From an optimization exercise on the open Yosys and OpenROAD flow, aimed at small area, a short achievable clock period and few clock cycles per item; shortcuts taken in it are not production practice.
Only simulation tests tie the RTL to the original design; equivalence was not proved.
The flow treats the clock pin as an ideal source. Dropping or thinning the clock tree relies on that and would not hold on a real chip.
Power figures rest on the tool's default switching activity, not on a simulated workload.

**flow/post_cts.tcl**
```tcl
# Sourced by ORFS's cts.tcl after clock tree synthesis and its timing repair.

proc drop_clock_root {} {
  set block [ord::get_db_block]
  set clknet [$block findNet clk]
  set roots {}
  foreach it [$clknet getITerms] { lappend roots [$it getInst] }
  if {[llength $roots] != 1} { puts "drop_clock_root: [llength $roots] roots, left alone"; return }
  set root [lindex $roots 0]
  set rnet [[$root findITerm X] getNet]
  set sinks {}
  foreach it [$rnet getITerms] { if {[$it isInputSignal]} { lappend sinks $it } }
  if {[llength $sinks] > 4} { puts "drop_clock_root: root drives [llength $sinks] pins, left alone"; return }
  foreach it $sinks { $it disconnect; $it connect $clknet }
  odb::dbInst_destroy $root
  odb::dbNet_destroy $rnet
  puts "drop_clock_root: clk now drives [llength [$clknet getITerms]] pins"
}

# Port buffers become plain buffers: buf_4 for the address and penable,
# whose paths are the critical ones, buf_2 for the other ports. Timing
# repair then sizes up those that need it.
proc plain_port_buffers {} {
  set db [ord::get_db]
  set big [$db findMaster sky130_fd_sc_hd__buf_4]
  set small [$db findMaster sky130_fd_sc_hd__buf_2]
  set n 0
  foreach inst [[ord::get_db_block] getInsts] {
    if {![regexp {^(input|output)[0-9]+$} [$inst getName]]} { continue }
    set port ""
    foreach it [$inst getITerms] {
      set net [$it getNet]
      if {$net ne "NULL" && [llength [$net getBTerms]] > 0} { set port [[lindex [$net getBTerms] 0] getName] }
    }
    if {[regexp {^(paddr|penable)} $port]} { set m $big } else { set m $small }
    if {[[$inst getMaster] getName] ne [$m getName]} { $inst swapMaster $m; incr n }
  }
  puts "plain_port_buffers: $n swapped"
}

drop_clock_root
set_dont_use {sky130_fd_sc_hd__dlygate* sky130_fd_sc_hd__clkdlybuf* sky130_fd_sc_hd__dlymetal*}
plain_port_buffers
detailed_placement
estimate_parasitics -placement
repair_design_helper
# Repair in steps of growing margin: one pass at the full margin gets stuck
# on paths that the smaller margins fix first.
foreach margin $::env(FLOW_REPAIR_STEPS) {
  repair_timing -setup_margin $margin -repair_tns 100 -verbose
}
detailed_placement
check_placement -verbose
estimate_parasitics -placement
report_clock_latency -clock [all_clocks]
report_worst_slack -max
```
**design.v**
```verilog
module apb_fifo (
    input  wire        clk,
    input  wire        rst,
    input  wire        psel,
    input  wire [3:0]  paddr,
    input  wire [31:0] pwdata,
    input  wire        penable,
    input  wire        pwrite,
    output wire [31:0] prdata,
    output wire        pready
);
reg [31:0] mem [0:15];    
reg [15:0] vld;           
reg [15:0] wsel;          
reg [3:0]  cnt;           
reg        rdy;           
reg [31:0] rdq;           
wire setup = psel & ~penable;
wire full  = (cnt == 4'd15);
wire empty = (cnt == 4'd0);
always @(posedge clk or negedge rst) begin
    if (!rst) begin
        rdy  <= 1'b0;
        wsel <= 16'b0;
        cnt  <= 4'd0;
        vld  <= 16'b0;
    end else begin
        rdy  <= setup & (pwrite ? ~full : ~empty);
        wsel <= (setup & pwrite & ~full) ? (16'b1 << paddr) : 16'b0;
        if (rdy & penable)
            cnt <= pwrite ? cnt + 4'd1 : cnt - 4'd1;
        if (penable)
            vld <= vld | wsel;
    end
end
wire [15:0] rsel = vld & (16'b1 << paddr);
wire [31:0] rword;
genvar b, k;
generate
    for (b = 0; b < 32; b = b + 1) begin : g_rbit
        wire [7:0] t;
        wire [1:0] u;
        for (k = 0; k < 8; k = k + 1) begin : g_pair
            apb_fifo_aoi22 u_aoi (.a1(rsel[2*k]), .a2(mem[2*k][b]),
                                  .b1(rsel[2*k+1]), .b2(mem[2*k+1][b]), .y(t[k]));
        end
        apb_fifo_nand4 u_n0 (.a(t[3:0]), .y(u[0]));
        apb_fifo_nand4 u_n1 (.a(t[7:4]), .y(u[1]));
        apb_fifo_or2   u_or (.a(u[0]), .b(u[1]), .y(rword[b]));
    end
endgenerate
integer i;
always @(posedge clk) begin
    for (i = 0; i < 16; i = i + 1)
        if (wsel[i] & penable)
            mem[i] <= pwdata;
    rdq <= rword;
end
assign prdata = rdq;
assign pready = rdy;
endmodule
module apb_fifo_aoi22 (input wire a1, a2, b1, b2, output wire y);
assign y = ~((a1 & a2) | (b1 & b2));
endmodule
module apb_fifo_nand4 (input wire [3:0] a, output wire y);
assign y = ~&a;
endmodule
module apb_fifo_or2 (input wire a, b, output wire y);
assign y = a | b;
endmodule
```
**flow/run.sh**
```bash
#!/bin/bash
# Standard layout (bash standard.sh, all ORFS steps), with changes to clock
# tree synthesis and the timing repair that follows it:
#  - TritonCTS builds smaller sink clusters of clkbuf_8 and no dummy loads;
set -euo pipefail
here=$(pwd)
export CTS_ARGS="-sink_clustering_enable -repair_clock_nets -dont_use_dummy_load -sink_clustering_size 16 -sink_clustering_max_diameter 50 -buf_list sky130_fd_sc_hd__clkbuf_8"
# ORFS's own repair after CTS is skipped: post_cts.tcl repairs in steps instead.
export SKIP_CTS_REPAIR_TIMING=1
export FLOW_REPAIR_STEPS="${FLOW_REPAIR_STEPS:-2.5 2.6 2.7 2.8 2.9}"
export POST_CTS_TCL="$here/flow/post_cts.tcl"
bash standard.sh > "$here/standard.log" 2>&1
```
**config.mk**
```make
export PLATFORM = sky130hd
export DESIGN_NAME = apb_fifo
export DESIGN_NICKNAME = apb_fifo
export VERILOG_FILES = /design/flow/design.v
export SDC_FILE = /design/flow/constraint.sdc
export NUM_CORES = 4
export LEC_CHECK = 0
export CAP_MARGIN = 20
export CORE_MARGIN = 2
export CORE_UTILIZATION = 55
export SETUP_SLACK_MARGIN = 3.0
export SLEW_MARGIN = 20
export SYNTH_HIERARCHICAL = 1
export SYNTH_MINIMUM_KEEP_SIZE = 0
export TNS_END_PERCENT = 5
```
**constraint.sdc**
```tcl
create_clock -name core_clock -period 5.0 [get_ports {clk}]
set_input_delay 1.0000 -clock core_clock [delete_from_list [all_inputs] [get_ports {clk}]]
set_output_delay 1.0000 -clock core_clock [all_outputs]
set_load 0.01 [all_outputs]
```
**standard.sh**
```bash
#!/bin/bash
# synth_recipe.tcl (not shown) runs the flow's synth.tcl, then flattens the netlist and writes it again
# the make line also repeats each setting of config.mk as NAME=value (left out here)
make -C /OpenROAD-flow-scripts/flow DESIGN_CONFIG=/design/flow/config.mk WORK_HOME=/design/flow/orfs CLKGATE_MAP_FILE= SYNTH_SCRIPT=/design/flow/synth_recipe.tcl "${@:-finish}"
```
==> results_dict.tcl <==
set metrics [dict create \
    status "no timing/DRC/antenna violations" \
    p_clk_share_pct 28.0 \
    track_usage_pct 28.91 \
    drc 0 \
    crit_slowest_cell "and2_2" \
    fin_skew_ns 0.06011 \
    yosys.area_share.simple_pct 5.376 \
    clkTransAtPathRegs_ns 0.10 \
    yosysWarnings 9 \
    dpl.hpwl_um 24850 \
    grt_util_met1_pct 41.11 \
    period_minus_slack_ns 2.178 \
    cts_num_sinks 581 \
    period_share_pct 43.56 \
    hold_viol 0 \
    synth-xor-area-share_pct 0.08163 \
    yosys-mux-area-fraction_pct 0.09913 \
    grt_pass1_vias 11240 \
    stdcell_count 1770 \
    routed_wl_um 57690 \
    ys_seq_elements 581 \
    route.antenna.remaining_nets 0 \
    synth-edff-count 512 \
    crit_type "input port to register" \
    r2r_setup_slack_ns 3.30 \
    worstPathMaxFanout 21 \
    synth_area_mm2 0.02146 \
    syn_inst 1044 \
    die_h_um 201.5 \
    dp_cells 1643 \
    insertion_delay_ns 0.45 \
    grt_busiest_layer "met2" \
    maxSlewViolCount 0 \
    grt_setup_unrepaired "yes" \
    drt-initial-drc-count 1124 \
    cp_top_family "simple AND/OR/NAND/NOR gates" \
    tns_ns 0 \
    grt_use_met3_pct 7.321 \
    portBuffers 73 \
    worst_hold_slack_ns 0.5220 \
    critPathMostFrequentCell "buf_4" \
    syn-num-nets 1088 \
    io_pins 74 \
    power_mw 8.070 \
    intPower_mw 6.349 \
    drive_gt1_share_pct 42.13 \
    required_ns 5.09 \
    worstMarginPinSlew_ns 0.7039 \
    critical_path_buf_inv_count 2 \
    maxCapViolCount 0 \
    grt_pass1_wl_um 82080 \
    grt_max_degree 38 \
    path_cells "buf_4 -> and2_2 -> buf_4" \
    design_area_mm2 0.02443 \
    ir_worst_vdd_uv 223.0 \
    place.gp.congestion 0.7442 \
    layout_setup_ws_ns 2.822 \
    gr-total-overflow 0 \
    syn_avg_cell_area_um2 20.55 \
    dr.pass1.iters 7 \
    antenna_found_initial 2 \
    post-place-ws_ns 1.544 \
    p_switching_mw 1.720 \
    num_rows 72 \
    finalNetCount 1297 \
    synth_compound_area_share_pct 15.15 \
    nFillCells 2774 \
    die_x_um 201.5 \
    worstSetupEndpointType "register" \
    gr-usage-met2_pct 44.08 \
    ys_seq_area_share_pct 78.95 \
    cpPeakStageDelay_ns 0.62 \
    die_area_mm2 0.04061 \
    coreArea_mm2 0.03856 \
    vias 11310 \
    pwr-share-seq_pct 67.2 \
    synth_cell_types 36 \
    cp.arrival_ns 2.27 \
    async_flop_share_pct 6.368 \
    synth_top_family_by_area "compound AO/OA/AOI/OAI gates" \
    wl_per_cell_um 32.59 \
    maxSlewHeadroom_pct 53.08 \
    pwr_density_cell_mw_per_mm2 330.3 \
    fmax_ghz 0.4592 \
    placed_area_mm2 0.02303 \
    combPwrFrac_pct 4.8 \
    utilization_pct 63.36 \
    synthToLayoutAreaGrowth_pct 13.85 \
    switching_share_pct 21.32 \
    synth_ff_type "edfxtp_1" \
    setup_violations 0 \
    routed_via_density 6.387 \
    hold_class "register to register" \
    leakage_nw 7.720 \
    start_kind "input port" \
    synth-adder-area-share_pct 0.2099 \
    start_util_pct 55.65 \
]
[path summary, 6_finish.rpt]
| check | from | endpoint | cells after the start |
|---|---|---|---|
| min in group asynchronous | rst | vld[10]$_DFFE_PN0P_ | 2 |
| max reg2reg | vld[10]$_DFFE_PN0P_ | rdq[6]$_DFF_P_ | 5 |
| max | penable | mem[1][31]$_DFFE_PP_ | 3 |
| min | mem[13][11]$_DFFE_PP_ | rdq[11]$_DFF_P_ | 3 |
| min reg2reg | mem[13][11]$_DFFE_PP_ | rdq[11]$_DFF_P_ | 3 |
| max in group asynchronous | rst | vld[6]$_DFFE_PN0P_ | 2 |
[cell usage after synthesis (2+ instances only)]
library cell | instances | area, um^2
and2_1 | 18 | 112.6
buf_2 | 2 | 10.01
nor2_1 | 17 | 63.81
or2_2 | 16 | 100.1
nand2_1 | 4 | 15.01
dfxtp_1 | 32 | 640.6
a22oi_2 | 256 | 3203
nor3_2 | 2 | 20.02
dfrtp_1 | 37 | 925.9
ha_1 | 2 | 25.02
nor3_1 | 2 | 10.01
and3_1 | 16 | 100.1
nand4_1 | 66 | 412.9
xnor2_1 | 2 | 17.52
or2_1 | 32 | 200.2
nor2b_1 | 4 | 25.02
edfxtp_1 | 512 | 15370
nand3_2 | 2 | 20.02
nand3_1 | 3 | 15.01
a21oi_1 | 2 | 10.01
nand2b_1 | 2 | 12.51
[layout make-up]
| cell class | instances | area (um^2) | area share [%] |
|---|---|---|---|
| Sequential cell | 581 | 16940 | 69.35 |
| Multi-Input combinational cell | 474 | 4830 | 19.77 |
| Timing Repair Buffer | 147 | 1344 | 5.501 |
| Clock buffer | 48 | 660.6 | 2.704 |
| Tap cell | 518 | 648.1 | 2.653 |
| Inverter | 1 | 3.754 | 0.01536 |
| Antenna cell | 1 | 2.502 | 0.01024 |
[layer usage]
metal | part of all wire, % | wire (um)
met5 | 0 | 0
met3 | 9.6 | 5534
met2 | 46 | 26380
met4 | 3.2 | 1831
met1 | 42 | 23940
[kinds of logic (layout without fill, tap and decap cells)]
kind of cell / after synthesis / count (layout)
simple gates: 189 / 205
other cells: 0 / 1
xor+xnor: 2 / 2
flops: 581 / 581
compound gates: 262 / 262
buf+inv: 5 / 196
mux: 2 / 2
fa+ha+maj: 3 / 3
[Yosys stat by module, one instance, submodules excluded]
module,cells,area (um^2)
apb_fifo_aoi22,1,12.51
apb_fifo_or2,1,6.256
apb_fifo,692,17650
apb_fifo_nand4,1,6.256
[tightest hold or removal path, stage by stage, from the launching register on]
cell and delay, ns:
edfxtp_1 0.33, a22oi_2 0.05, nand4_1 0.08, or2_1 0.09
[power by group through the flow]
stage / Combinational (mW) / Clock (mW) / Sequential [mW]
2_1_floorplan: 0.174 / 0 / 5.50
3_5_place_dp: 0.386 / 0 / 5.50
6_report: 0.389 / 2.26 / 5.42
5_1_grt: 0.424 / 2.46 / 5.43
3_3_place_gp: 0.381 / 0 / 5.50
[layout by cell type (no fill, tap or decap), types with 2 or more instances in the layout]
| cell type | Yosys | layout |
|---|---|---|
| buf_12 | 0 | 22 |
| ha_1 | 2 | 2 |
| and2_2 | 0 | 3 |
| buf_4 | 0 | 25 |
| dfxtp_1 | 32 | 32 |
| edfxtp_1 | 512 | 512 |
| nand3_2 | 2 | 2 |
| a22oi_2 | 256 | 256 |
| or2_1 | 32 | 32 |
| buf_1 | 0 | 3 |
| buf_6 | 1 | 19 |
| a21oi_1 | 2 | 2 |
| buf_2 | 2 | 68 |
| and2_4 | 0 | 15 |
| dfrtp_1 | 37 | 37 |
| nand4_1 | 66 | 66 |
| nor2b_4 | 0 | 4 |
| and3_4 | 0 | 32 |
| xnor2_1 | 2 | 2 |
| nand2b_1 | 2 | 2 |
| nor2_1 | 17 | 15 |
| nand3_1 | 3 | 3 |
| nor3_2 | 2 | 2 |
| buf_8 | 0 | 10 |
| clkbuf_8 | 0 | 48 |
| nand2_1 | 4 | 4 |
| nor3_1 | 2 | 2 |
| or2_2 | 16 | 16 |
[registers in the layout, indices dropped and copies added, names as in the netlist]
name,count
rdy,1
wsel,16
vld,16
rdq,32
cnt,4
mem,512
Testbench counts, summed over its fixed seeds: cycles 6,400, transfers 3,200.

[what the ideal ports hide]
How much do the figures lean on ideal ports? The routed layout below was timed once more, with nothing changed but the port constraints.
Step 1 sets driving cells, clkbuf_16 on the clock port and buf_2 on the other inputs (assumed; they add their load-dependent delay and slew).
Step 2, shift: input delay + t, output delay - t, t = (earliest + latest rising clock arrival at the registers) / 2. This alone moves slack from input paths to output paths.
Three values: ideal, step 1, step 2; two values: the first two.
t, ns: 0.518
setup slack, ns: 2.822 / 2.895 / 2.377
worst setup path after step 2: input to register
worst register clock-pin slew, ns: 0.10 / 0.10
After both steps this run still meets setup and hold. For this run, drivers alone change the setup slack by +0.073 ns; drivers and shift together by -0.445 ns.
